From an optimization exercise on the open Yosys and OpenROAD flow, aimed at small area and a short achievable clock period; shortcuts taken in it are not production practice.
Where RTL was checked, it was by simulation tests only, not by an equivalence proof against the original.

// top_diannao_node_vMAX
module top_diannao_node_vMAX (
        clk,
        i_inputs,
        i_synapses,
        i_op,
        i_nbout,
        i_load,
        o_to_edram
    );
export LEC_CHECK = 0
export ABC_AREA = 1
export CAP_MARGIN = 10
export CORE_MARGIN = 2
export CORE_UTILIZATION = 40
export SETUP_SLACK_MARGIN = 5
export SLEW_MARGIN = 10
export SYNTH_HIERARCHICAL = 1
create_clock -name core_clock -period 12.0 [get_ports {clk}]
standard.sh (not shown) runs the stock make flow with config.mk's settings and CLKGATE_MAP_FILE= SYNTH_SCRIPT=/design/flow/synth_recipe.tcl, a recipe that flattens the netlist after the stock synthesis.
==> flow/flow/run.sh <==
#!/bin/bash
# Standard ORFS layout (the standard.sh, standard synthesis unchanged), with
# extra settings for timing repair, clock tree and port buffers.
set -euo pipefail
bash standard.sh SETUP_SLACK_MARGIN=8.4 "CTS_ARGS=-sink_clustering_enable -repair_clock_nets -sink_clustering_size 30 -sink_clustering_max_diameter 80 -dont_use_dummy_load -distance_between_buffers 300" "BUFFER_PORTS_ARGS=-buffer_cell sky130_fd_sc_hd__buf_1" finish > standard.log 2>&1
Then changed:
==> flow/flow/run.sh (replaced) <==
#!/bin/bash
# Standard ORFS layout (the standard.sh, standard synthesis unchanged), with
# extra settings for timing repair, clock tree and port buffers.
set -euo pipefail
bash standard.sh SETUP_SLACK_MARGIN=8.2 "CTS_ARGS=-sink_clustering_enable -repair_clock_nets -sink_clustering_size 30 -sink_clustering_max_diameter 80 -dont_use_dummy_load -distance_between_buffers 300" "BUFFER_PORTS_ARGS=-buffer_cell sky130_fd_sc_hd__buf_1" finish > standard.log 2>&1
Register-to-register slack got worse by 0.05 ns.
Wire length came out lower by 1.6%.
Core utilization came out lower by 1.3 points.
Via count came out lower by 1.4%.
Count of clock-buffer cells in the layout came out higher by 4.
Global-route usage came out higher by 0.10 points.
Then changed:
==> flow/flow/run.sh (replaced) <==
#!/bin/bash
# The standard layout (standard.sh: the standard synthesis and ORFS steps,
# unchanged), with these settings changed: a larger setup margin for timing
# repair; a clock tree with sink clusters of up to 30 flip-flops, no dummy
# loads and a longer distance between buffers; plain buf_1 cells as the port
# buffers.  The make output goes to standard.log; each ORFS step logs to
# orfs/logs/.
set -euo pipefail
bash standard.sh SETUP_SLACK_MARGIN=8.3 "CTS_ARGS=-sink_clustering_enable -repair_clock_nets -sink_clustering_size 30 -sink_clustering_max_diameter 80 -dont_use_dummy_load -distance_between_buffers 300" "BUFFER_PORTS_ARGS=-buffer_cell sky130_fd_sc_hd__buf_1" finish > standard.log 2>&1
What happened:
- hold slack stays flat
- via count is about the same
- clock skew rises by 0.016 ns
- sequential cell count is unchanged
- sequential share of layout area falls by 0.16 points
- cell area rises by about 0.9%
Then changed:
==> flow/flow/run.sh (replaced) <==
#!/bin/bash
# The standard layout (standard.sh: the standard synthesis and ORFS steps,
# unchanged), with a larger setup margin for timing repair, a clock tree with
# larger sink clusters and plain buffers on the ports.  The make output goes to
# standard.log; each ORFS step logs to orfs/logs/.
set -euo pipefail
bash standard.sh SETUP_SLACK_MARGIN=8.2 "CTS_ARGS=-sink_clustering_enable -repair_clock_nets -sink_clustering_size 30 -sink_clustering_max_diameter 80 -dont_use_dummy_load" "BUFFER_PORTS_ARGS=-buffer_cell sky130_fd_sc_hd__buf_1" finish > standard.log 2>&1
Result: The changed run finished with timing, DRC and antenna clean; setup slack is worse by 0.10 ns; wire length is about the same; count of clock-buffer cells in the layout increases by 5; hold slack is worse by 0.0047 ns; via count stays flat; first-iteration DRC count decreases by about 0.6%; non-clock buffer count decreases by 72.

========
Setup of v22:
top_diannao_node_vMAX again, from the RTL that the note above started with.
clock: 12.0 ns
lec_check: 0
abc_area: 1
cap_margin: 10
core_margin: 2
core_utilization: 40
setup_slack_margin: 5
slew_margin: 10
synth_hierarchical: 1
==> flow/flow/run.sh <==
#!/bin/bash
# Standard ORFS layout (the standard.sh, standard synthesis unchanged), with
# extra settings for timing repair, clock tree and port buffers.
set -euo pipefail
bash standard.sh SETUP_SLACK_MARGIN=8.3 "CTS_ARGS=-sink_clustering_enable -repair_clock_nets -sink_clustering_size 25 -sink_clustering_max_diameter 70 -dont_use_dummy_load -distance_between_buffers 300" "BUFFER_PORTS_ARGS=-buffer_cell sky130_fd_sc_hd__buf_1" finish > standard.log 2>&1
--- input diff v22..v27 ---
# v22
export LEC_CHECK = 0
export ABC_AREA = 1
export CAP_MARGIN = 10
export CORE_MARGIN = 2
export CORE_UTILIZATION = 40
export SETUP_SLACK_MARGIN = 5
export SLEW_MARGIN = 10
export SYNTH_HIERARCHICAL = 1
create_clock -name core_clock -period 12.0 [get_ports {clk}]
# v27
export LEC_CHECK = 0
export ABC_AREA = 1
export CAP_MARGIN = 20
export CORE_MARGIN = 2
export CORE_UTILIZATION = 40
export SETUP_SLACK_MARGIN = 5
export SLEW_MARGIN = 20
export SYNTH_HIERARCHICAL = 1
create_clock -name core_clock -period 12.0 [get_ports {clk}]
==> flow/flow/run.sh <==
#!/bin/bash
# Standard ORFS layout (the standard.sh, standard synthesis unchanged), with
# extra settings for timing repair, clock tree and port buffers.
set -euo pipefail
bash standard.sh SETUP_SLACK_MARGIN=8.5 CTS_CLUSTER_SIZE=30 CTS_CLUSTER_DIAMETER=80 "BUFFER_PORTS_ARGS=-buffer_cell sky130_fd_sc_hd__buf_1" finish > standard.log 2>&1
Findings:
v27 closes out successfully: all stages finished, all timing, DRC and antenna checks passed. Comparing v27 and v22, the lower number of levels the H-tree was split into is on v27. A critical path capture point of o_to_edram[1] is what v22 shows, while o_to_edram[13] belongs to v27. Worst setup slack deteriorates in v27 relative to v22. Of v27 and v22, the run reporting the higher final design instance area without fill was v27. v22 → v27: post-CTS setup repair buffer count rose by 230%; final critical-path required period up 28 ps; clock edge transition at the registers on the reported setup and hold paths rose 20 ps. Re total of endpoints with negative setup slack in the final report: no difference whatsoever between v27 and v22. Relative to v22, slew of the pin with the lowest slew margin decreased by 110 ps in v27.
#### Input delta (v47 over v27)
# v27
export LEC_CHECK = 0
export ABC_AREA = 1
export CAP_MARGIN = 20
export CORE_MARGIN = 2
export CORE_UTILIZATION = 40
export SETUP_SLACK_MARGIN = 5
export SLEW_MARGIN = 20
export SYNTH_HIERARCHICAL = 1
create_clock -name core_clock -period 12.0 [get_ports {clk}]
# v47
export LEC_CHECK = 0
export ABC_AREA = 1
export CAP_MARGIN = 10
export CORE_MARGIN = 2
export CORE_UTILIZATION = 40
export PLACE_DENSITY = 0.75
export SETUP_SLACK_MARGIN = 5
export SLEW_MARGIN = 10
export SYNTH_HIERARCHICAL = 1
create_clock -name core_clock -period 12.0 [get_ports {clk}]
==> flow/flow/run.sh <==
#!/bin/bash
# Standard ORFS layout (the standard.sh, standard synthesis unchanged), with
# extra settings for timing repair, clock tree and port buffers.
set -euo pipefail
bash standard.sh SETUP_SLACK_MARGIN=8.3 "CTS_ARGS=-sink_clustering_enable -repair_clock_nets -sink_clustering_size 30 -sink_clustering_max_diameter 80 -dont_use_dummy_load -distance_between_buffers 300" "BUFFER_PORTS_ARGS=-buffer_cell sky130_fd_sc_hd__buf_1" finish > standard.log 2>&1
Findings:
In v47 relative to v27, met3 wire length had gone up by more than a quarter. Final sequential cell count came out exactly the same in v27 and v47. Of the two values seen for first element of the critical path, out_copy[13] was produced by v27 and out_copy[5] by v47. Diff v27 -> v47: least setup slack across all paths after layout increased by 130 ps relative to the old numbers; buffers inserted during post-CTS setup optimization decreased by 70% relative to the old numbers; detailed placer's ending HPWL decreased by 2.9% relative to the old numbers; utilization decreased by 2.2 points relative to the old numbers. v47: number of vias per cell is about 2.2% higher than what v27 reported. Compared to v27, v47 has final routed wirelength across all metal layers 5.1% lower. Area growth from synthesis to final layout (higher): v27. v47 completed; timing, DRC and antenna clean.
#### Input delta (v32 over v47)
# v47
export LEC_CHECK = 0
export ABC_AREA = 1
export CAP_MARGIN = 10
export CORE_MARGIN = 2
export CORE_UTILIZATION = 40
export PLACE_DENSITY = 0.75
export SETUP_SLACK_MARGIN = 5
export SLEW_MARGIN = 10
export SYNTH_HIERARCHICAL = 1
create_clock -name core_clock -period 12.0 [get_ports {clk}]
# v32
export LEC_CHECK = 0
export ABC_AREA = 1
export CAP_MARGIN = 20
export CORE_MARGIN = 2
export CORE_UTILIZATION = 55
export SETUP_SLACK_MARGIN = 5
export SLEW_MARGIN = 20
export SYNTH_HIERARCHICAL = 1
create_clock -name core_clock -period 12.0 [get_ports {clk}]
==> flow/flow/run.sh <==
#!/bin/bash
# Standard ORFS layout (the standard.sh, standard synthesis unchanged), with
# extra settings for timing repair, clock tree and port buffers.
set -euo pipefail
bash standard.sh SETUP_SLACK_MARGIN=8.2 CTS_CLUSTER_SIZE=30 CTS_CLUSTER_DIAMETER=80 "BUFFER_PORTS_ARGS=-buffer_cell sky130_fd_sc_hd__buf_1" finish > standard.log 2>&1
### Flow results
The remaining antenna violation count was comparable across v47 and v32.
v32: post-layout worst setup margin 120 ps below v47
Comparing v47 against v32, there is no change at all in number of hold buffers added after CTS.
v32 against v47; wire length of the first global-routing pass is down slightly.
Number of buffers added by the clock tree synthesis step shrinks by a few percent when moving from v47 to v32.
Compared with v47, aggregate routed wire length in v32 decreased by a few percent.
Final hold slack on v32 is ahead of v47.
Between v47 and v32, the cell count went down.
v32 vs v47 on final cycle utilization of the critical path: v32 is the higher one.

========
top_diannao_node_vMAX again, from the RTL that the note above started with.
clock: 12.0 ns
lec_check: 0
abc_area: 1
cap_margin: 20
core_margin: 2
core_utilization: 40
setup_slack_margin: 5
slew_margin: 20
synth_hierarchical: 1
==> flow/flow/run.sh <==
#!/bin/bash
# Standard ORFS layout (the standard.sh, standard synthesis unchanged), with
# extra settings for timing repair, clock tree and port buffers.
set -euo pipefail
bash standard.sh SETUP_SLACK_MARGIN=7.9 CTS_CLUSTER_SIZE=30 CTS_CLUSTER_DIAMETER=80 "BUFFER_PORTS_ARGS=-buffer_cell sky130_fd_sc_hd__buf_1" finish > standard.log 2>&1
Change:
==> flow/flow/run.sh (replaced) <==
#!/bin/bash
# The standard layout (standard.sh: the standard synthesis and ORFS steps,
# unchanged), with a larger setup margin for timing repair, a clock tree with
# larger sink clusters and plain buffers on the ports.  The make output goes to
# standard.log; each ORFS step logs to orfs/logs/.
set -euo pipefail
bash standard.sh SETUP_SLACK_MARGIN=8.15 CTS_CLUSTER_SIZE=30 CTS_CLUSTER_DIAMETER=80 "BUFFER_PORTS_ARGS=-buffer_cell sky130_fd_sc_hd__buf_1" finish > standard.log 2>&1
--- a/flow/config.mk
+++ b/flow/config.mk
@@ -8,3 +8,3 @@
 export ABC_AREA = 1
-export CAP_MARGIN = 20
+export CAP_MARGIN = 40
 export CORE_MARGIN = 2
@@ -12,3 +12,3 @@
 export SETUP_SLACK_MARGIN = 5
-export SLEW_MARGIN = 20
+export SLEW_MARGIN = 40
 export SYNTH_HIERARCHICAL = 1
Critical path depth went down by 21.
Hold slack improved by 0.0035 ns.
Global-route usage is about the same.
Core utilization rises by 0.41 points.
Cell area came out higher slightly.
Routed wire length came out higher slightly.
Change:
==> flow/flow/run.sh (replaced) <==
#!/bin/bash
# Standard ORFS layout (the standard.sh, standard synthesis unchanged), with
# extra settings for timing repair, clock tree and port buffers.
set -euo pipefail
bash standard.sh SETUP_SLACK_MARGIN=8.2 CTS_CLUSTER_SIZE=30 CTS_CLUSTER_DIAMETER=80 "BUFFER_PORTS_ARGS=-buffer_cell sky130_fd_sc_hd__buf_1" finish > standard.log 2>&1
--- a/flow/config.mk
+++ b/flow/config.mk
@@ -8,3 +8,3 @@
 export ABC_AREA = 1
-export CAP_MARGIN = 40
+export CAP_MARGIN = 10
 export CORE_MARGIN = 2
@@ -12,3 +12,3 @@
 export SETUP_SLACK_MARGIN = 5
-export SLEW_MARGIN = 40
+export SLEW_MARGIN = 10
 export SYNTH_HIERARCHICAL = 1
Design area climbs slightly.
Count of clock-buffer cells in the layout does not change.
Sequential share of layout area stays flat.

========
run 1:
top_diannao_node_vMAX, a different RTL version from the one above (not shown whole).
Size in the first run: roughly 16000 cells after synthesis, roughly 1400 flip-flops, ~550 I/O pins, roughly 140000 um2 of cells after synthesis.
clock: 12.0 ns
lec_check: 0
abc_area: 1
cap_margin: 80
core_margin: 2
core_utilization: 40
setup_slack_margin: 5
slew_margin: 80
==> flow/flow/run.sh <==
#!/bin/bash
set -euo pipefail
bash standard.sh SETUP_SLACK_MARGIN=8.2 finish > standard.log 2>&1
The inputs of run 2 differ from those of run 1 as listed below.
==> flow/flow/run.sh <==
#!/bin/bash
# Standard ORFS layout (the standard.sh, standard synthesis unchanged), with
# extra settings for timing repair, clock tree and port buffers.
set -euo pipefail
bash standard.sh SETUP_SLACK_MARGIN=8.2 "BUFFER_PORTS_ARGS=-buffer_cell sky130_fd_sc_hd__buf_1" finish > standard.log 2>&1
[summary]
- The final critical path time including I/O delays and setup reported for run 2 is greater than that of run 1 by 240 ps.
- On number of multi-input combinational cells, run 2 and run 1 are neck and neck.
- Looking at run 2 and run 1, the worst-case headroom to the max-slew limit is a wash.
- Run 2 finished end to end and its layout was clean on timing, DRC and antenna.
What run 3 does differently from run 2 at the input level:
==> flow/flow/run.sh <==
#!/bin/bash
# Standard ORFS layout (the standard.sh, standard synthesis unchanged), with
# extra settings for timing repair, clock tree and port buffers.
set -euo pipefail
bash standard.sh SETUP_SLACK_MARGIN=8.2 CTS_CLUSTER_SIZE=30 CTS_CLUSTER_DIAMETER=80 finish > standard.log 2>&1
--- outcome ---
Between run 2 and run 3, the final core utilization is lower for run 2.
From run 3 to run 2, number of search-and-repair iterations in the first detailed-routing pass did not move at all.
In terms of number of instances in the placed design, run 2 and run 3 differ only marginally.
Final worst hold slack delta (run 3 − run 2): unfavourable
Run comparison: run 2 cell with the biggest individual delay on the critical path dfxtp_1; run 3 cell with the biggest individual delay on the critical path edfxtp_1
Diff run 2 -> run 3: routed metal-1 wirelength shows no meaningful change, first-pass GRT wire length shows no meaningful change.
| final wirelength | run 3 vs run 2 | ≈ equal |
Summary of run 3 over run 2: fmax went up by 0.011 GHz, worst reg-to-reg setup slack went up by 320 ps.
On number of nets at the end of the flow, run 2 and run 3 are neck and neck.
No run of this note included a check of the RTL's function; only the layout flow was run.

========
top_diannao_node_vMAX with an RTL version that a note above also has.
Size: roughly 16,000 cells after synthesis, ~550 I/O pins.
==> flow/config.mk <==
export PLATFORM = sky130hd
export DESIGN_NAME = top_diannao_node_vMAX
export DESIGN_NICKNAME = top_diannao_node_vMAX
export VERILOG_FILES = /design/flow/design.v
export SDC_FILE = /design/flow/constraint.sdc
export NUM_CORES = 8
export LEC_CHECK = 0
export ABC_AREA = 1
export CAP_MARGIN = 20
export CORE_MARGIN = 2
export CORE_UTILIZATION = 40
export SETUP_SLACK_MARGIN = 5
export SLEW_MARGIN = 20
export SYNTH_HIERARCHICAL = 1
==> flow/constraint.sdc <==
create_clock -name core_clock -period 12.0 [get_ports {clk}]
set_input_delay 2.4000 -clock core_clock [delete_from_list [all_inputs] [get_ports {clk}]]
set_output_delay 2.4000 -clock core_clock [all_outputs]
set_load 0.01 [all_outputs]
==> flow/flow/run.sh <==
#!/bin/bash
# Standard ORFS layout (the standard.sh, standard synthesis unchanged), with
# extra settings for timing repair, clock tree and port buffers.
set -euo pipefail
bash standard.sh SETUP_SLACK_MARGIN=8.2 MATCH_CELL_FOOTPRINT=0 CTS_CLUSTER_SIZE=30 CTS_CLUSTER_DIAMETER=80 "BUFFER_PORTS_ARGS=-buffer_cell sky130_fd_sc_hd__buf_1" finish > standard.log 2>&1
Edit:
==> flow/flow/run.sh (replaced) <==
#!/bin/bash
# Standard ORFS layout (the standard.sh, standard synthesis unchanged), with
# extra settings for timing repair, clock tree and port buffers.
set -euo pipefail
bash standard.sh SETUP_SLACK_MARGIN=8.3 "CTS_ARGS=-sink_clustering_enable -repair_clock_nets -sink_clustering_size 30 -sink_clustering_max_diameter 80 -dont_use_dummy_load" "BUFFER_PORTS_ARGS=-buffer_cell sky130_fd_sc_hd__buf_1" finish > standard.log 2>&1
Settings changed: CAP_MARGIN 20 to 10, SLEW_MARGIN 20 to 10.
What happened: The changed run went through all stages and came out clean. Die area stays the same. Synthesized cell count stays the same. Synthesized area is unchanged. Core utilization stays flat.
Edit:
==> flow/flow/run.sh (replaced) <==
#!/bin/bash
# Standard ORFS layout (the standard.sh, standard synthesis unchanged), with
# extra settings for timing repair, clock tree and port buffers.
set -euo pipefail
bash standard.sh SETUP_SLACK_MARGIN=8.2 CTS_CLUSTER_SIZE=30 CTS_CLUSTER_DIAMETER=80 "BUFFER_PORTS_ARGS=-buffer_cell sky130_fd_sc_hd__buf_1" PRE_DETAIL_PLACE_TCL=$PWD/flow/move_outcopy.tcl finish > standard.log 2>&1
==> flow/flow/move_outcopy.tcl (new file) <==
# Run before detailed placement (PRE_DETAIL_PLACE_TCL): put each flip-flop
# whose only load is an output port's buffer next to that buffer, so the
# register-to-output wire is short.  Detailed placement then legalizes.
set block [ord::get_db_block]
set moved 0
foreach inst [$block getInsts] {
  set master [[$inst getMaster] getName]
  if {![string match "sky130_fd_sc_hd__df*" $master]} { continue }
  foreach iterm [$inst getITerms] {
    if {![$iterm isOutputSignal]} { continue }
    set net [$iterm getNet]
    if {$net == "NULL"} { continue }
    set loads {}
    foreach it2 [$net getITerms] {
      if {[$it2 getInst] != $inst} { lappend loads [$it2 getInst] }
    }
    if {[llength $loads] != 1 || [llength [$net getBTerms]] != 0} { continue }
    set buf [lindex $loads 0]
    # the load must be a buffer that drives an output port
    set drives_port 0
    foreach it3 [$buf getITerms] {
      if {[$it3 isOutputSignal] && [$it3 getNet] != "NULL" && [llength [[$it3 getNet] getBTerms]] > 0} { set drives_port 1 }
    }
    if {!$drives_port} { continue }
    set loc [$buf getLocation]
    $inst setLocation [lindex $loc 0] [lindex $loc 1]
    incr moved
  }
}
puts "move_outcopy: moved $moved flip-flops next to their output buffers"
Settings changed: CAP_MARGIN 10 to 40, SLEW_MARGIN 10 to 40.
Effect: Count of clock-buffer cells in the layout rises by 7. Cell count is about the same. Design area barely changes. Wire length barely changes. Sequential share of layout area barely changes.
Edit:
==> flow/flow/run.sh (replaced) <==
#!/bin/bash
# Standard ORFS layout (the standard.sh, standard synthesis unchanged), with
# extra settings for timing repair, clock tree and port buffers.
set -euo pipefail
bash standard.sh SETUP_SLACK_MARGIN=8.2 "CTS_ARGS=-sink_clustering_enable -repair_clock_nets -sink_clustering_size 30 -sink_clustering_max_diameter 80 -dont_use_dummy_load" "BUFFER_PORTS_ARGS=-buffer_cell sky130_fd_sc_hd__buf_1" finish > standard.log 2>&1
Settings changed: CAP_MARGIN 40 to 10, SLEW_MARGIN 40 to 10.
removed: flow/flow/move_outcopy.tcl
After rerunning: Routed wire length is about the same; final area falls slightly; worst setup slack is worse by 0.024 ns; register-to-register slack gains 0.02 ns.
Edit:
==> flow/flow/run.sh (replaced) <==
#!/bin/bash
# Standard ORFS layout (the standard.sh, standard synthesis unchanged), with
# extra settings for timing repair, clock tree and port buffers.
set -euo pipefail
bash standard.sh SETUP_SLACK_MARGIN=8.3 "CTS_ARGS=-sink_clustering_enable -repair_clock_nets -sink_clustering_size 30 -sink_clustering_max_diameter 80 -dont_use_dummy_load -distance_between_buffers 300" "BUFFER_PORTS_ARGS=-buffer_cell sky130_fd_sc_hd__buf_1" finish > standard.log 2>&1
Settings changed: CAP_MARGIN 10 to 0, SLEW_MARGIN 10 to 0.
=> Cell area climbs by about 0.7%; clock skew climbs by 0.017 ns; routed wire length barely changes; worst setup slack gets better by 0.10 ns; synthesized cell count is unchanged; die area stays the same; final cell count climbs by about 0.32%; clock-buffer cell count drops by 5; maximum frequency climbs by 2.9%; sequential share of layout area drops by 0.15 points.
Edit:
==> flow/flow/run.sh (replaced) <==
#!/bin/bash
# Standard ORFS layout (the standard.sh, standard synthesis unchanged), with
# extra settings for timing repair, clock tree and port buffers.
set -euo pipefail
bash standard.sh SETUP_SLACK_MARGIN=8.15 CTS_CLUSTER_SIZE=30 CTS_CLUSTER_DIAMETER=80 "BUFFER_PORTS_ARGS=-buffer_cell sky130_fd_sc_hd__buf_1" finish > standard.log 2>&1
Settings changed: CAP_MARGIN 0 to 80, SLEW_MARGIN 0 to 80.
After rerunning:
- critical path depth is unchanged
- register-to-register slack loses 0.11 ns
- design area came out higher by 4.1%
- wire length barely changes
- count of clock-buffer cells in the layout came out higher by 8
- core utilization came out higher by 1.8 points

## static timing again, ports no longer ideal
In the flow no input, the clock included, has a driving cell. The finished layouts below were timed again as built, in two steps.
Step 1 sets driving cells, clkbuf_16 on the clock port and buf_2 on the other inputs (assumed; they add their load-dependent delay and slew).
Step 2 moves the port delays by t, midway between the first and last clock arrival at a register: inputs arrive t later, outputs are due t later. That takes back most of the time a late clock gives input paths.
Slacks: ideal ports / drivers / drivers and shift; pairs: ideal ports / drivers.
run | shift t [ns] | setup slack, ns | worst setup path at the end | clock arrival spread, ns | slew at the worst register clock pin (ns)
the first run of note 1 | 0.855 | 8.355 / 8.255 / 7.618 | input to register | 0.153 / 0.152 | 0.11 / 0.11
the second run of note 1 | 0.875 | 8.300 / 8.193 / 7.654 | input to register | 0.117 / 0.118 | 0.11 / 0.11
the third run of note 1 | 0.890 | 8.333 / 8.227 / 7.701 | input to register | 0.136 / 0.136 | 0.11 / 0.11
the fourth run of note 1 | 0.971 | 8.228 / 8.121 / 7.499 | input to register | 0.116 / 0.116 | 0.11 / 0.11
v22 | 0.949 | 8.256 / 8.145 / 7.762 | input to register | 0.095 / 0.095 | 0.09 / 0.09
v27 | 0.999 | 8.229 / 8.117 / 7.731 | input to register | 0.056 / 0.056 | 0.10 / 0.10
v47 | 0.864 | 8.363 / 8.250 / 7.683 | input to register | 0.128 / 0.127 | 0.11 / 0.11
v32 | 0.897 | 8.243 / 8.141 / 7.361 | input to register | 0.048 / 0.048 | 0.10 / 0.10
the first run of note 3 | 0.997 | 8.002 / 7.994 / 7.228 | input to register | 0.057 / 0.056 | 0.11 / 0.11
the second run of note 3 | 0.986 | 8.210 / 8.102 / 7.460 | input to register | 0.056 / 0.056 | 0.10 / 0.10
the third run of note 3 | 0.994 | 8.205 / 8.097 / 7.503 | input to register | 0.066 / 0.067 | 0.11 / 0.11
run 1 | 0.995 | 7.920 / 7.812 / 7.932 | input to register | 0.082 / 0.082 | 0.08 / 0.08
run 2 | 1.007 | 7.684 / 7.684 / 7.684 | register to register | 0.103 / 0.103 | 0.07 / 0.07
run 3 | 1.022 | 7.878 / 7.770 / 7.968 | input to register | 0.093 / 0.093 | 0.11 / 0.11
the first run of note 5 | 0.994 | 8.206 / 8.098 / 7.454 | input to register | 0.055 / 0.055 | 0.10 / 0.10
the second run of note 5 | 0.977 | 8.248 / 8.142 / 7.723 | input to register | 0.128 / 0.128 | 0.11 / 0.11
the third run of note 5 | 0.993 | 8.252 / 8.141 / 7.318 | input to register | 0.051 / 0.051 | 0.10 / 0.10
the fourth run of note 5 | 0.971 | 8.228 / 8.121 / 7.499 | input to register | 0.116 / 0.116 | 0.11 / 0.11
the fifth run of note 5 | 0.890 | 8.333 / 8.227 / 7.701 | input to register | 0.136 / 0.136 | 0.11 / 0.11
the sixth run of note 5 | 0.995 | 8.207 / 8.101 / 8.204 | input to register | 0.065 / 0.064 | 0.10 / 0.10
After both steps setup and hold are still met in every run listed. For the third run of note 5, which loses most, drivers alone change the setup slack by -0.111 ns; drivers and shift together by -0.934 ns.
